This design comes from an exercise in tuning for small area on the open sky130 flow, not from production work. RTL that was checked went through simulation tests only; none was proved equivalent to the original. No driver is modelled on the clock port, so clocking that relies on it looks cheaper here than on a real chip. Power and IR drop assume default switching activity.

## run a
Design counter, start of the top module:
module counter
#(parameter xLen = 64)
(input  clk,
 input  start,
 input  reset,
 input  [xLen-1 : 0] init_val,
 input  init,
 input  return_current_count,
 output [xLen-1 : 0] current_count,
 output [xLen-1 : 0] debug_out,
 output count_valid,
 output count_valid_fsm
 );
==> flow/config.mk <==
export PLATFORM = sky130hd
export DESIGN_NAME = counter
export DESIGN_NICKNAME = counter
export VERILOG_FILES = /design/flow/design.v
export SDC_FILE = /design/flow/constraint.sdc
export NUM_CORES = 4
export LEC_CHECK = 0
export CAP_MARGIN = 0
export CORE_MARGIN = 2
export CORE_UTILIZATION = 40
export SLEW_MARGIN = 0
==> flow/constraint.sdc <==
create_clock -name core_clock -period 4.0 [get_ports {clk}]
set_input_delay 0.8000 -clock core_clock [delete_from_list [all_inputs] [get_ports {clk}]]
set_output_delay 0.8000 -clock core_clock [all_outputs]
set_load 0.01 [all_outputs]
standard.sh (not shown) runs the stock make flow with config.mk's settings and CLKGATE_MAP_FILE= SYNTH_SCRIPT=/design/flow/synth_recipe.tcl, a recipe that flattens the netlist after the stock synthesis.
==> flow/flow/run.sh <==
#!/bin/bash
# Standard ORFS layout with the smallest buffer on the ports and a small
# clock tree (clkbuf_4 only, no dummy loads).
export BUFFER_PORTS_ARGS="-buffer_cell sky130_fd_sc_hd__buf_1"
export CTS_ARGS="-sink_clustering_enable -repair_clock_nets -dont_use_dummy_load -buf_list sky130_fd_sc_hd__clkbuf_4 -sink_clustering_size 30 -sink_clustering_max_diameter 60"
bash standard.sh > standard.log 2>&1
## Diff of input files: run b against run a
Settings: CAP_MARGIN now 20, was 0; SLEW_MARGIN now 20, was 0.
[summary]
Run a → run b: synthesized netlist cell count did not really move, highest clock frequency the design can meet did not really move, overall global routing resource usage flat. Diff run a..run b | detailed-route DRC error count | unchanged.


Setup of run C:
Another version of the RTL of counter (not shown whole).
For scale: roughly 530 cells after synthesis, ~140 flip-flops, roughly 200 I/O pins, ~6300 µm² of cells after synthesis.
==> flow/config.mk <==
export PLATFORM = sky130hd
export DESIGN_NAME = counter
export DESIGN_NICKNAME = counter
export VERILOG_FILES = /design/flow/design.v
export SDC_FILE = /design/flow/constraint.sdc
export NUM_CORES = 4
export LEC_CHECK = 0
export CAP_MARGIN = 20
export CORE_MARGIN = 2
export CORE_UTILIZATION = 40
export SLEW_MARGIN = 20
==> flow/constraint.sdc <==
create_clock -name core_clock -period 4.0 [get_ports {clk}]
set_input_delay 0.8000 -clock core_clock [delete_from_list [all_inputs] [get_ports {clk}]]
set_output_delay 0.8000 -clock core_clock [all_outputs]
set_load 0.01 [all_outputs]
==> flow/flow/run.sh <==
#!/bin/bash
# Standard ORFS layout with the smallest buffer on the ports and a small
# clock tree (clkbuf_8 only, no dummy loads).
export BUFFER_PORTS_ARGS="-buffer_cell sky130_fd_sc_hd__buf_1"
export CTS_ARGS="-sink_clustering_enable -repair_clock_nets -dont_use_dummy_load -buf_list sky130_fd_sc_hd__clkbuf_8 -sink_clustering_size 40 -sink_clustering_max_diameter 100"
bash standard.sh > standard.log 2>&1
diff inputs: run C => run A
==> flow/flow/run.sh <==
#!/bin/bash
# Standard ORFS layout with the smallest buffer on the ports and a small
# clock tree (clkbuf_4 only, no dummy loads).
export BUFFER_PORTS_ARGS="-buffer_cell sky130_fd_sc_hd__buf_1"
export CTS_ARGS="-sink_clustering_enable -repair_clock_nets -dont_use_dummy_load -buf_list sky130_fd_sc_hd__clkbuf_4 -sink_clustering_size 30 -sink_clustering_max_diameter 60"
bash standard.sh > standard.log 2>&1
--- outcome ---
- Looking at power share of the combinational group, run A sits above run C.
- Relative to run C, clock transition at the registers of the reported paths has increased by 30 ps in run A.
- Reported for run A and run C, total number of cells along the worst setup path turned out identical to the last digit.
- Comparing run A and run C, the higher post-layout total power was measured on run C.
- Remaining max-slew budget at the tightest pin for run A is lower than for run C.
- Delta (run A minus run C): met1 wire length now smaller, routed length on met2 comparable.
No functional check of the RTL was part of any run of this note.


Setup of run 1:
Another version of the RTL of counter (not shown whole).
For scale: roughly 140 flip-flops, about 200 I/O pins, roughly 5600 µm² of cells after synthesis.
clock: 4.0 ns
lec_check: 0
cap_margin: 20
core_margin: 2
core_utilization: 40
slew_margin: 20
synth_hierarchical: 1
synth_minimum_keep_size: 0
==> flow/flow/run.sh <==
#!/bin/bash
# Standard ORFS layout with the smallest buffer on the ports, a small clock
# tree (clkbuf_4, no dummy loads), and the slowest leaf clock buffers
# upsized after CTS.
export BUFFER_PORTS_ARGS="-buffer_cell sky130_fd_sc_hd__buf_1"
export CTS_ARGS="-sink_clustering_enable -repair_clock_nets -dont_use_dummy_load -buf_list sky130_fd_sc_hd__clkbuf_4 -sink_clustering_size 30 -sink_clustering_max_diameter 60"
export POST_CTS_TCL="$PWD/flow/post_cts.tcl"
export CLK_SLEW_SWAP=0.074
bash standard.sh > standard.log 2>&1
==> flow/flow/post_cts.tcl <==
set_propagated_clock [all_clocks]
estimate_parasitics -placement
set swapped 0
foreach inst [get_cells clkbuf_*] {
  if {[get_property $inst ref_name] ne "sky130_fd_sc_hd__clkbuf_4"} { continue }
  set out [get_pins -of_objects $inst -filter "direction==output"]
  set worst 0.0
  foreach pin [get_pins -of_objects [get_nets -of_objects $out] -filter "direction==input"] {
    if {![sta::is_clock_pin $pin] && [string first "CLK" [get_full_name $pin]] < 0} { continue }
    foreach a {max min} { foreach e {rise fall} {
      set s [get_property $pin slew_${a}_$e]
      if {[string is double -strict $s] && $s > $worst} { set worst $s }
    } }
  }
  puts "post_cts: [get_full_name $inst] worst clock-pin slew $worst"
  if {$worst > $::env(CLK_SLEW_SWAP)} {
    replace_cell $inst sky130_fd_sc_hd__clkbuf_8
    incr swapped
  }
}
puts "post_cts: swapped $swapped leaf clock buffers"
if {$swapped} {
  detailed_placement
  check_placement -verbose
}
Run 1 did not finish; a tool error ended it in clock tree synthesis (4_1_cts).
## Diff of input files: run 2 against run 1
diff --git a/flow/flow/run.sh b/flow/flow/run.sh
--- a/flow/flow/run.sh
+++ b/flow/flow/run.sh
@@ -8 +8 @@
-export CLK_SLEW_SWAP=0.074
+export CLK_SLEW_SWAP=0.108
diff --git a/flow/flow/post_cts.tcl b/flow/flow/post_cts.tcl
--- a/flow/flow/post_cts.tcl
+++ b/flow/flow/post_cts.tcl
@@ -9 +9 @@
-    if {![sta::is_clock_pin $pin] && [string first "CLK" [get_full_name $pin]] < 0} { continue }
+    if {[get_property $pin lib_pin_name] ne "CLK"} { continue }
Results
- Both conditions hold for run 2: the flow ran to the end and the final layout passed the timing, design-rule and antenna checks.
- Synthesized-area fraction occupied by ao, oa, aoi and oai cells: run 1 vs run 2 identical
- Run 1 -> run 2: post-synthesis async set-or-reset flop share delta 0, exact match
- Diff run 2..run 1 | number of synthesized flops with an enable pin | unchanged
- As far as flip-flop and latch count after synthesis is concerned, run 1 and run 2 perform about the same.
- Diff run 2..run 1 | synthesized cell area | negligible
Relative to run 2, the following input files were edited for run 3:
==> flow/flow/run.sh <==
#!/bin/bash
# Standard ORFS layout with the smallest buffer on the ports and a small
# clock tree (clkbuf_4 only, no dummy loads).
export BUFFER_PORTS_ARGS="-buffer_cell sky130_fd_sc_hd__buf_1"
export CTS_ARGS="-sink_clustering_enable -repair_clock_nets -dont_use_dummy_load -buf_list sky130_fd_sc_hd__clkbuf_4 -sink_clustering_size 30 -sink_clustering_max_diameter 60"
bash standard.sh > standard.log 2>&1
removed: flow/flow/post_cts.tcl
Notes after the runs:
The flow did not stop early for run 3: all stages ran, and the layout cleared the timing, design-rule and antenna checks.
Slew at the pin with the worst max-slew slack sits lower in run 3 than in run 2.
Minimum hold slack was lower in run 2 than in run 3.
Diff run 2 -> run 3: clock network fraction of design power decreased 0.6 points; fmax held steady.
Total wire length after detailed routing (run 3 over run 2): decrease, 0.40%

static timing again, ports no longer ideal:
No port has a modelled driver above. Below, the same layouts with a new extraction and two added sets of constraints. Step 1 assumes that a clkbuf_16 drives the clock port and a buf_2 every other input. Step 2 moves the port delays by t, midway between the first and last clock arrival at a register: inputs arrive t later, outputs are due t later. That takes back most of the time a late clock gives input paths. Slacks: ideal / step 1 / step 2; pairs: ideal / step 1.
| run | shift t [ns] | slack for setup (ns) | worst hold slack (ns) | latest minus earliest clock arrival (ns) | worst data-port slew with drivers (ns) |
|---|---|---|---|---|---|
| run a of note 1 | 0.549 | 0.270 / 0.270 / 0.270 | 0.141 / 0.131 / 0.511 | 0.034 / 0.034 | 0.05 |
| run b of note 1 | 0.549 | 0.270 / 0.270 / 0.270 | 0.141 / 0.131 / 0.511 | 0.034 / 0.034 | 0.05 |
| run C of note 2 | 0.461 | 0.742 / 0.742 / 0.742 | 0.435 / 0.435 / 0.435 | 0.023 / 0.023 | 0.05 |
| run A of note 2 | 0.542 | 0.727 / 0.727 / 0.727 | 0.440 / 0.440 / 0.440 | 0.032 / 0.032 | 0.06 |
| run 2 | 0.558 | 0.874 / 0.873 / 0.873 | 0.412 / 0.403 / 0.471 | 0.036 / 0.036 | 0.06 |
| run 3 | 0.555 | 0.872 / 0.872 / 0.872 | 0.424 / 0.414 / 0.502 | 0.042 / 0.042 | 0.06 |
After both steps every run listed still meets setup and hold. For run 2, which loses most, drivers alone change the setup slack by -0.001 ns; drivers and shift together by -0.001 ns.
